What follows belongs to an exercise in optimizing a design on an open flow for small area; a production flow would make more cautious choices. Function was checked by simulation only, so behaviour that the tests miss may differ from the original.

[design.v]
`timescale 1ns / 1ps
module thermo2binary_core #(
    parameter SERIAL_INPUT_LENGTH = 33,   
	parameter T2B_OUT_WIDTH = 6			 
)(
    input wire clk,           
    input wire reset,            
	input wire clear_data,     
	input wire capture_sign,   
    input wire add_enable,    	   
	input wire latch_data,     
    input wire serial_in,             
	output reg signed [T2B_OUT_WIDTH - 1:0] signed_result_out  
);
	localparam SUM_WIDTH = T2B_OUT_WIDTH - 1;   
    reg [SUM_WIDTH-1:0] sum_magnitude;  
	reg sign_bit_reg;
	always @(posedge clk) begin
        if (reset) begin
            sum_magnitude <= 0;
			sign_bit_reg <= 0;
			signed_result_out <= 0;		
        end 
		else if (clear_data) begin 
				sum_magnitude <= 0;
				sign_bit_reg <= 0;
        end else begin 
			if (capture_sign) begin
				sign_bit_reg <= !serial_in;  
			end
			if (add_enable) begin
				sum_magnitude <= sum_magnitude + serial_in;   
			end		
			if (latch_data) begin
				signed_result_out <= {sign_bit_reg, sum_magnitude};  
			end	
		end 
    end
endmodule
`timescale 1ns / 1ps
module thermo2binary_array_wrapper #(
    parameter SERIAL_INPUT_LENGTH = 33,
	parameter T2B_OUT_WIDTH = 6,
	parameter NUM_COLUMNS = 8
)(
    input wire clk,           
    input wire reset,         
    input wire start,		  
    input wire [NUM_COLUMNS-1:0] serial_in_array, 	
    output wire signed [NUM_COLUMNS-1:0][T2B_OUT_WIDTH - 1:0] signed_result_out_array,	
	output wire valid_out   
);
	reg valid_out_reg;  
	assign valid_out = valid_out_reg;    
    localparam IDLE = 2'b00;
    localparam START = 2'b01;   
    localparam ADDING = 2'b10;
    localparam DONE = 2'b11;
	localparam COUNT_WIDTH = $clog2(SERIAL_INPUT_LENGTH);	
	localparam LAST_BIT_COUNT = SERIAL_INPUT_LENGTH - 1;   
    reg [1:0] state, next_state;   
    reg [COUNT_WIDTH:0] bit_counter;   
	reg clear_data;
	reg capture_sign;
    reg add_enable; 
    reg latch_data;
    wire processing_complete;
    assign processing_complete = (bit_counter == LAST_BIT_COUNT);
	genvar i;
	generate 
		for (i = 0; i < NUM_COLUMNS; i = i + 1) begin : gen_thermo2binary_core_inst
			thermo2binary_core #(
				.SERIAL_INPUT_LENGTH(SERIAL_INPUT_LENGTH),
				.T2B_OUT_WIDTH(T2B_OUT_WIDTH)
			) t2b_dut (
				.clk(clk),
				.reset(reset),		
				.clear_data(clear_data),
				.capture_sign(capture_sign),
				.add_enable(add_enable),
				.latch_data(latch_data),		
				.serial_in(serial_in_array[i]),
				.signed_result_out(signed_result_out_array[i])		
			);
		end
	endgenerate
    always @(posedge clk) begin
        if (reset) begin
            state <= IDLE;
            bit_counter <= 0;
			valid_out_reg <= 0;
        end else begin
            state <= next_state;
            case (state)
                IDLE: begin
                    bit_counter <= 0;  
					valid_out_reg <= 0;
                end
                START: begin
                    bit_counter <= 1;  
					valid_out_reg <= 0;
                end
                ADDING: begin
                    bit_counter <= bit_counter + 1;  
					valid_out_reg <= 0;
                end
                DONE: begin
					valid_out_reg <= 1;
                end
                default: begin
                    bit_counter <= 0;
					valid_out_reg <= 0;
                end
            endcase
        end
    end
    always @(*) begin
        next_state = state;
        case (state)
            IDLE    : next_state = start ? START : IDLE;
            START   : next_state = ADDING;
            ADDING  : next_state = processing_complete ? DONE : ADDING;
            DONE    : next_state = IDLE;
            default : next_state = IDLE;   
        endcase
    end
    always @(*) begin
        clear_data = 0;
        capture_sign = 0;		
        add_enable = 0;
        latch_data = 0;
        case (state)
            IDLE: begin
				if (start) begin 
					clear_data = 1;  
				end 
            end
            START: begin
                capture_sign = 1;  
            end
            ADDING: begin
                add_enable = 1;  
            end
            DONE: begin
                latch_data = 1;  
            end
        endcase
    end
endmodule
`timescale 1ns / 1ps
module column_adder #(
    parameter INPUT_WIDTH = 6,
    parameter NUM_SEQ_INPUTS = 8,
	parameter COLUMN_SUM_WIDTH = 15
)(
    input clk,
    input clear,
    input signed [INPUT_WIDTH-1:0] sequential_sum_in,     
	input load_input,
    input enable_accumulation,
    output reg signed [COLUMN_SUM_WIDTH - 1:0] column_sum    
);
    localparam SUM_WIDTH = INPUT_WIDTH + 1 + NUM_SEQ_INPUTS;   
    localparam EXT_IN_WIDTH = INPUT_WIDTH + 1;   
	reg signed [INPUT_WIDTH-1:0] input_reg;   
    wire signed [EXT_IN_WIDTH-1:0] extended_input;
	wire signed [EXT_IN_WIDTH-1:0] sum_higher_bits;   
	wire signed [SUM_WIDTH-EXT_IN_WIDTH-1:0] sum_lower_bits;   
	wire signed [EXT_IN_WIDTH-1:0] updated_sum_higher_bits;   
	wire signed [SUM_WIDTH-1:0] updated_sum;   
	wire signed [SUM_WIDTH-1:0] shifted_sum;   
	assign extended_input = {input_reg[INPUT_WIDTH-1], input_reg};  	 
	assign sum_higher_bits = column_sum[SUM_WIDTH-1 -: EXT_IN_WIDTH];   
	assign sum_lower_bits = column_sum[SUM_WIDTH-EXT_IN_WIDTH-1:0];	    
	assign updated_sum_higher_bits = sum_higher_bits + extended_input;
	assign updated_sum = {updated_sum_higher_bits, sum_lower_bits}; 	 
	assign shifted_sum = updated_sum >>> 1; 							 
	always @(posedge clk) begin
		if (clear) begin  
			input_reg <= 0;
			column_sum <= 0;			
		end 
		else begin 
			if (load_input) begin 
				input_reg <= sequential_sum_in;
			end 
			if (enable_accumulation) begin 
				column_sum <= shifted_sum;   
			end 
		end 		
	end 
endmodule 
`timescale 1ns / 1ps
module column_adder_array #(
    parameter INPUT_WIDTH = 6,
    parameter NUM_SEQ_INPUTS = 8,
    parameter NUM_COLUMNS = 8,
	parameter COLUMN_SUM_WIDTH = 15,
	parameter FINAL_VECTOR_SUM_WIDTH = 24
)(
    input wire clk,
    input wire clear,
    input wire input_valid,
    input wire signed [NUM_COLUMNS-1:0][INPUT_WIDTH-1:0] data_in,
    output wire signed [NUM_COLUMNS-1:0][COLUMN_SUM_WIDTH - 1:0] column_sum,
    output wire out_column_sum_ready,   
	output wire signed [FINAL_VECTOR_SUM_WIDTH - 1:0] Final_Vector_Sum,
    output reg array_processing_complete	
);
	localparam IDLE  		= 2'b00,
			   ADD   		= 2'b01,
			   DONE 		= 2'b10,
			   HOLD 		= 2'b11;
    reg [1:0] state, next_state;
	localparam COUNTER_WIDTH = $clog2(NUM_SEQ_INPUTS+1);
	reg [COUNTER_WIDTH-1:0] iteration_count;   
	reg column_sum_ready;
	assign out_column_sum_ready = column_sum_ready;
	reg load_input;
	reg enable_accumulation; 
	reg first_accumulation; 
	wire w_load_input;
	assign w_load_input = ((state == IDLE || state == ADD)  && input_valid);	
	wire w_last_iteration;
	assign w_last_iteration = (state == ADD && (iteration_count == NUM_SEQ_INPUTS)); 
    genvar i;
    generate
        for (i = 0; i < NUM_COLUMNS; i = i + 1) begin : gen_column_adders
            column_adder #(
                .INPUT_WIDTH(INPUT_WIDTH),
                .NUM_SEQ_INPUTS(NUM_SEQ_INPUTS),
				.COLUMN_SUM_WIDTH(COLUMN_SUM_WIDTH)
            ) column_adder_inst (
                .clk(clk),
                .clear(clear),
                .sequential_sum_in(data_in[i]),
				.load_input(load_input),
                .enable_accumulation(enable_accumulation),
                .column_sum(column_sum[i])
            );
        end
    endgenerate
	always @(posedge clk) begin 
		if (clear) begin  
			state <= IDLE; 
			iteration_count <= 0;
			column_sum_ready <= 0;	
			array_processing_complete <= 0;
			enable_accumulation <= 0;
			first_accumulation <= 0;
		end else begin 
			state <= next_state;  
			case (state) 
				IDLE: begin 
					column_sum_ready <= 0;
					iteration_count <= 0;
					enable_accumulation <= 0;
					first_accumulation <= 0;
				end
				ADD: begin 
					if (load_input) begin  
						iteration_count <= iteration_count + 1;
						enable_accumulation <= 1;
					end else begin 
						enable_accumulation <= 0;
					end 
					if (!first_accumulation && (iteration_count == 0)) begin 
						enable_accumulation <= 1;
						first_accumulation <= 1;
						iteration_count <= iteration_count + 1;
					end else begin 
						first_accumulation <= 0;
					end 
					column_sum_ready <= 0;
				end 
				DONE: begin
					if (!column_sum_ready) begin 					
						column_sum_ready <= 1;	
						array_processing_complete <= 1;
					end
				end 
				HOLD: begin 
					column_sum_ready <= 1;
					array_processing_complete <= 1;
				end 
				default: begin 
					column_sum_ready <= 0;
					iteration_count <= 0;
					array_processing_complete <= 0;
					enable_accumulation <= 0;
				end 
			endcase 
		end 
	end 
	always @(*) begin 
		next_state = state; 
		case (state) 
			IDLE: begin 
				next_state = (input_valid) ? ADD : IDLE;
				if (input_valid) begin
					load_input = 1;
				end else begin 
					load_input = 0;
				end 
			end 
			ADD: begin 
				next_state = (w_last_iteration) ? DONE : ADD;
				if (input_valid) begin
					load_input = 1;
				end else begin 
					load_input = 0;
				end 
			end 
			DONE: begin 
				next_state = (column_sum_ready)? HOLD : DONE;  
				load_input = 0;
			end 
			HOLD: begin 
				next_state = HOLD;   
				load_input = 0;
			end 
			default: begin 
				next_state = IDLE;
				load_input = 0;
			end 
		endcase 
	end 
    localparam SUM_WIDTH = INPUT_WIDTH + 1 + NUM_SEQ_INPUTS;	
	localparam SIGN_EXT_SHIFTED_SUM_WIDTH = SUM_WIDTH + 1 + NUM_COLUMNS;   
	wire signed [NUM_COLUMNS-1:0][SIGN_EXT_SHIFTED_SUM_WIDTH - 1:0] Sign_Ext_and_Shifted_Col_Sum;   
	genvar j;
	generate
		for (j = 0; j < NUM_COLUMNS; j = j + 1) begin : gen_sign_ext_shift
			if (j == 0) begin
				assign Sign_Ext_and_Shifted_Col_Sum[0] = {
					{(NUM_COLUMNS + 1){column_sum[0][SUM_WIDTH-1]}},   
					column_sum[0]                                      
				};
			end else begin 
				assign Sign_Ext_and_Shifted_Col_Sum[j] = {
					{(NUM_COLUMNS + 1 - j){column_sum[j][SUM_WIDTH-1]}},   
					column_sum[j],                                          
					{j{1'b0}}                                              
				};
			end 
		end
	endgenerate
	wire signed [FINAL_VECTOR_SUM_WIDTH - 1:0] w_partial_sum [NUM_COLUMNS-1:0];
	genvar k, l, m;
	generate
		for (k = 0; k < NUM_COLUMNS/2; k = k + 1) begin : gen_accumulate_stage1
			assign w_partial_sum[k] = Sign_Ext_and_Shifted_Col_Sum[2*k] + Sign_Ext_and_Shifted_Col_Sum[2*k + 1];
		end 
		for (l = NUM_COLUMNS/2; l < NUM_COLUMNS - 1; l = l + 1) begin : gen_accumulate_stage2 
			assign w_partial_sum[l] = w_partial_sum[2*(l - NUM_COLUMNS/2)] + w_partial_sum[2*(l - NUM_COLUMNS/2) + 1];
		end 
		assign Final_Vector_Sum = w_partial_sum[NUM_COLUMNS - 2];   
	endgenerate
    generate
        if ((NUM_COLUMNS <= 0) || ((NUM_COLUMNS & (NUM_COLUMNS - 1)) != 0)) begin : gen_invalid_columns
			initial begin
                $fatal(1, "NUM_COLUMNS = %0d must be a positive power of 2. Valid values: 1, 2, 4, 8, 16, 32, ...", NUM_COLUMNS);
				$finish;
			end 
		end else begin : gen_valid_columns
		end
	endgenerate
endmodule
`timescale 1ns / 1ps
module column_processing_unit_top #(
	parameter NUM_UNITS = 16,
    parameter SERIAL_INPUT_LENGTH = 33,
    parameter T2B_OUT_WIDTH = 6,
    parameter NUM_COLUMNS = 8,
    parameter NUM_SEQ_INPUTS = 8,
	parameter COLUMN_SUM_WIDTH = 15,   
    parameter FINAL_VECTOR_SUM_WIDTH = 24
)(
    input wire clk,
    input wire reset,
    input wire clear,
	input wire global_accumulation_enable,   
	input wire start_conversion,  
    input wire [NUM_UNITS-1: 0][NUM_COLUMNS-1:0] serial_thermo_in,
    output wire signed [NUM_UNITS-1: 0][NUM_COLUMNS-1:0][COLUMN_SUM_WIDTH - 1:0] column_sum,
    output wire signed [NUM_UNITS-1: 0][FINAL_VECTOR_SUM_WIDTH - 1:0] final_vector_sum,
    output wire [NUM_UNITS-1: 0] conversion_valid,   
    output wire [NUM_UNITS-1: 0] column_sum_ready,
    output wire [NUM_UNITS-1: 0] processing_complete
); 
	wire w_start_conversion_top;  
	assign w_start_conversion_top = global_accumulation_enable && start_conversion;   
	genvar i; 
	generate 
		for (i = 0; i < NUM_UNITS; i = i + 1) begin: gen_col_proc_units 
			column_processing_unit #(
				.SERIAL_INPUT_LENGTH(SERIAL_INPUT_LENGTH),
				.T2B_OUT_WIDTH(T2B_OUT_WIDTH),
				.NUM_COLUMNS(NUM_COLUMNS),
				.NUM_SEQ_INPUTS(NUM_SEQ_INPUTS),
				.COLUMN_SUM_WIDTH(COLUMN_SUM_WIDTH),
				.FINAL_VECTOR_SUM_WIDTH(FINAL_VECTOR_SUM_WIDTH)
			) column_processing_unit_inst (
				.clk(clk),
				.reset(reset),
				.clear(clear),
				.start_conversion(w_start_conversion_top),   
				.serial_thermo_in(serial_thermo_in[i]),
				.column_sum(column_sum[i]),
				.final_vector_sum(final_vector_sum[i]),
				.conversion_valid(conversion_valid[i]),
				.column_sum_ready(column_sum_ready[i]),
				.processing_complete(processing_complete[i])
			);
		end 
	endgenerate 
endmodule
module column_processing_unit #(
    parameter SERIAL_INPUT_LENGTH = 33,
    parameter T2B_OUT_WIDTH = 6,
    parameter NUM_COLUMNS = 8,
    parameter NUM_SEQ_INPUTS = 8,
	parameter COLUMN_SUM_WIDTH = 15,
    parameter FINAL_VECTOR_SUM_WIDTH = 24
)(
    input wire clk,
    input wire reset,
    input wire clear,
	input wire start_conversion,  
    input wire [NUM_COLUMNS-1:0] serial_thermo_in,
    output wire signed [NUM_COLUMNS-1:0][COLUMN_SUM_WIDTH - 1:0] column_sum,
    output wire signed [FINAL_VECTOR_SUM_WIDTH - 1:0] final_vector_sum,
    output wire conversion_valid,   
    output wire column_sum_ready,
    output wire processing_complete
); 
    wire signed [NUM_COLUMNS-1:0][T2B_OUT_WIDTH - 1:0] t2b_results;
    wire t2b_valid;
    assign conversion_valid = t2b_valid;
    thermo2binary_array_wrapper #(
        .SERIAL_INPUT_LENGTH(SERIAL_INPUT_LENGTH),
        .T2B_OUT_WIDTH(T2B_OUT_WIDTH),
        .NUM_COLUMNS(NUM_COLUMNS)
    ) thermo2binary_wrapper_inst (
        .clk(clk),
        .reset(reset),
        .start(start_conversion),
        .serial_in_array(serial_thermo_in),
        .signed_result_out_array(t2b_results),
        .valid_out(t2b_valid)
    );
    column_adder_array #(
        .INPUT_WIDTH(T2B_OUT_WIDTH),
        .NUM_SEQ_INPUTS(NUM_SEQ_INPUTS),
        .NUM_COLUMNS(NUM_COLUMNS),
		.COLUMN_SUM_WIDTH(COLUMN_SUM_WIDTH),
        .FINAL_VECTOR_SUM_WIDTH(FINAL_VECTOR_SUM_WIDTH)
    ) column_adder_array_inst (
        .clk(clk),
        .clear(clear),
        .input_valid(t2b_valid),
        .data_in(t2b_results),
        .column_sum(column_sum),
        .out_column_sum_ready(column_sum_ready),
        .Final_Vector_Sum(final_vector_sum),
        .array_processing_complete(processing_complete)
    );
endmodule
[run.sh]
#!/bin/bash
# synth_recipe.tcl (not shown) runs the flow's synth.tcl, then flattens the netlist and writes it again
# the make line also repeats each setting of config.mk as NAME=value (left out here)
make -C /OpenROAD-flow-scripts/flow DESIGN_CONFIG=/design/flow/config.mk WORK_HOME=/design/flow/orfs CLKGATE_MAP_FILE= SYNTH_SCRIPT=/design/flow/synth_recipe.tcl finish
[config.mk]
export PLATFORM = sky130hd
export DESIGN_NAME = column_processing_unit_top
export DESIGN_NICKNAME = column_processing_unit_top
export VERILOG_FILES = /design/flow/design.v
export SDC_FILE = /design/flow/constraint.sdc
export NUM_CORES = 4
export LEC_CHECK = 0
export CAP_MARGIN = 20
export CORE_AREA = 10 10 890 890
export DIE_AREA = 0 0 900 900
export SLEW_MARGIN = 20
[constraint.sdc]
create_clock -name core_clock -period 10.0 [get_ports {clk}]
set_input_delay 2.0000 -clock core_clock [delete_from_list [all_inputs] [get_ports {clk}]]
set_output_delay 2.0000 -clock core_clock [all_outputs]
set_load 0.01 [all_outputs]
==> flow_metrics.tcl <==
set metrics [dict create \
    drive_gt1_share_pct 4.23 \
    clock-sinks 4416 \
    syn_nets 29900 \
    hp-class "reg -> reg" \
    critPathMaxStageDelay_ps 840 \
    synth_cells 26500 \
    post-route-min-period_ps 9530 \
    crit_path_end_kind "output port" \
    fmax_mhz 105 \
    min_period_over_period_pct 95.3 \
    worstPathRequired_ps 8000 \
    die_w_microns 900 \
    hold_viol_final 0 \
    cts_buffers 532 \
    status "complete, no violations" \
    hpwl_microns 740000 \
    avgRoutedWirePerCell_microns 24.0 \
    yosys-top-cells-area "dfxtp_1 (36%), fa_1 (13%), mux2i_1 (10%), ha_1 (8.2%), nor2_1 (5.7%)" \
    setup_viol 0 \
    port_buffers 2484 \
    cts_tree "yes" \
    fillCellCount 77100 \
    insertion_delay_ps 1110 \
    grt_pass1_wl_microns 1310000 \
    critical_path_class "reg -> out" \
    relSlewSlack_pct 11.0 \
    drc 0 \
    routabilityCongestion 0.949 \
    crit_arrival_ps 7530 \
    holdWs_ps 399 \
    rr_worst_depth 4 \
    clk_pin_slew_worst_paths_ps 60 \
    core_area_sq_um 773000 \
    die_area_sq_um 810000 \
    ctsResizeCount 0 \
    cts-hold-fix-buffers 0 \
    grt_max_degree 201 \
    seq_area_frac_synth_pct 35.7 \
    fp-row-count 323 \
    slowest_stage "xor2_2" \
    cap_viol_max_count 0 \
    yosys_warnings 4 \
    ctsHtreeMaxLevel 6 \
    final_util_pct 37.9 \
    die_height_microns 900 \
    first_pass_iters 6 \
    clk_path_buf_depth 4 \
    areaGrowthSynthToFinish_pct 18.4 \
    syn-cell-area_sq_um 248000 \
    setup_tns_ps 0 \
    finalClockSkew_ps 90.4 \
    ys_ff_latch 4416 \
    crit_chain "inv_1 -> fa_1 -> inv_1 -> fa_1 -> fa_1 -> inv_1 -> fa_1 -> inv_1 -> ha_1 -> o21ai_0 -> nand2b_1 -> a21oi_1 -> o31ai_1 -> nor3b_1 -> nor4_1 -> nor3_1 -> xor2_2 -> clkdlybuf4s50_1" \
    start_kind "register" \
    slew_viol_final 0 \
    ir_drop_mv 0.178 \
    cts_setup_buffers 0 \
    grt_pass1_vias 181000 \
    grt_use_total_pct 21.8 \
    drtIter0Drc 11900 \
    power_density_nw_per_um2 133 \
    avgViaCountPerCell 4.77 \
    num_vias 182000 \
    yosysUniqueCellTypes 73 \
    grt-ovfl-total 0 \
    p_leak_nw 120 \
    synth.avg_cell_area_sq_um 9.33 \
    start_util_pct 32.0 \
    worst_pin_slew_ps 1330 \
    cts_root_buf "clkbuf_16" \
    critPathMaxFanout 4 \
    worst-path-buf-inv 5 \
    yosys.area.top_type "dfxtp_1" \
    total_power_mw 39.0 \
    r2r_setup_slack_ps 7160 \
    ys.flop_type "dfxtp_1" \
    synth_edf_count 0 \
    nets 30800 \
    antenna_found_initial 122 \
    io_pins 2485 \
    min_path_cells 2 \
    crit_family "adder cells" \
    synth_top_area_share_pct 35.7 \
    antenna_left 0 \
    rsz0062_at_grt "false" \
    synthArstFlopShare_pct 0 \
    drt-total-wl_microns 917000 \
]
[cells in the final DEF (no fill, tap or decap), types with 24 or more instances in the layout]
master           instances
a2111oi_0               85
a211oi_1               362
a21o_1                 544
a21oi_1               1373
a311oi_1                49
a31oi_1                 42
and3_1                  24
buf_4                  184
bufinv_16               37
clkbuf_1               106
clkbuf_16              537
clkbuf_8                96
clkdlybuf4s50_1       2454
clkinv_2                84
dfxtp_1               4400
diode_2                 69
fa_1                  1568
ha_1                  1605
inv_1                 3134
mux2i_1               2576
nand2_1               1867
nand2b_1               244
nand3_1                 96
nand4_1                303
nor2_1                3785
nor2b_1                248
nor3_1                  81
nor3b_1                 24
o21a_1                  28
o21ai_0                285
o21bai_1                61
or2_2                   24
xnor2_1                443
xor2_1                 733
[through the flow]
| stage | std cells | area (sq um) | setup WS, ps |
|---|---|---|---|
| final | 38200 | 293000 | 474 |
| after floorplan | 26500 | 248000 | 3160 |
| after global placement | 37200 | 275000 | 1650 |
| after CTS | 38200 | 293000 | 383 |
| after detailed placement | 37200 | 275000 | 1640 |
| after global routing | 38200 | 293000 | 183 |
[tightest hold or removal path: cells and delay by family (launching register included)]
family	cells	cell delay, ps
AO/OA/AOI/OAI	1	50
flip-flops	1	300
AND/OR/NAND/NOR	1	50
[Yosys cell counts, types with 12 or more instances]
cell type / count
dfxtp_1: 4416
nor2_1: 3785
inv_1: 3134
mux2i_1: 2576
nand2_1: 1868
ha_1: 1632
fa_1: 1568
a21oi_1: 1374
buf_4: 1088
clkbuf_1: 990
xor2_1: 737
a21o_1: 545
xnor2_1: 448
a211oi_1: 362
nand4_1: 303
o21ai_0: 286
nor2b_1: 264
nand2b_1: 256
buf_1: 130
nand3_1: 96
a2111oi_0: 87
nor3_1: 81
o21bai_1: 61
a311oi_1: 49
a31oi_1: 42
o21a_1: 28
and3_1: 24
nor3b_1: 24
or2_2: 24
a22oi_1: 17
o31ai_1: 15
or3_1: 15
nand4b_1: 14
o211ai_1: 14
a311o_1: 13
nor4_1: 12
[kinds of logic after synthesis]
family / after synthesis / share of synthesized area [%]
mux: 2578 / 10.4
compound gates: 2993 / 7.51
flops: 4416 / 35.7
fa+ha+maj: 3200 / 20.9
simple gates: 6810 / 11.5
xor+xnor: 1185 / 4.19
buf+inv: 5352 / 9.77
[metal layers]
layer | GRT usage, % | vias to the layer above | wire, microns
met4 | 11.9 | 54 | 62100
li1 | - | 86700 | -
met3 | 4.88 | 1287 | 58800
met1 | 26.0 | 89900 | 368000
met5 | 0 | - | 374
met2 | 36.4 | 4284 | 428000
[worst max path at each step]
| stage | startpoint | end | slack (ps) | cells past startpoint |
|---|---|---|---|---|
| finish | register | final_vector_sum[212] | 470 | 18 |
| global route | register | final_vector_sum[212] | 180 | 18 |
| detailed placement | register | final_vector_sum[212] | 1640 | 18 |
| global placement | register | final_vector_sum[212] | 1650 | 18 |
| CTS | register | final_vector_sum[212] | 380 | 18 |
| floorplan | register | final_vector_sum[333] | 3160 | 17 |
[cell type report]
class / instances / area (sq um) / area share, %
Antenna cell: 69 / 173 / 0.0589
Clock inverter: 212 / 3060 / 1.04
Inverter: 3134 / 11800 / 4.01
Sequential cell: 4416 / 88500 / 30.2
Clock buffer: 739 / 15200 / 5.17
Multi-Input combinational cell: 16800 / 135000 / 46.2
Timing Repair Buffer: 2656 / 26300 / 8.98
Tap cell: 10200 / 12800 / 4.37
[power by group]
group / switching [mW] / internal [mW]
Sequential: 0.0518 / 17.6
Clock: 8.50 / 11.7
Combinational: 0.749 / 0.303

afterwards: timing with drivers on the ports:
How much do the figures lean on ideal ports? The routed layout below was timed once more, with nothing changed but the port constraints.
Step 1 assumes that a clkbuf_16 drives the clock port and a buf_2 every other input.
Step 2, shift: input delay + t, output delay - t, t = (earliest + latest rising clock arrival at the registers) / 2. This alone moves slack from input paths to output paths.
a / b / c = no drivers / after step 1 / after step 2; a / b = the first two.
t (ns): 1.208
setup slack, ns: 0.474 / 0.332 / 1.540
worst setup path after step 2: register to output
cell pins on the clock port's net: 1
After both steps setup and hold are still met in this run. The setup slack of this run moves by -0.142 ns with the drivers and by +1.066 ns with both steps.
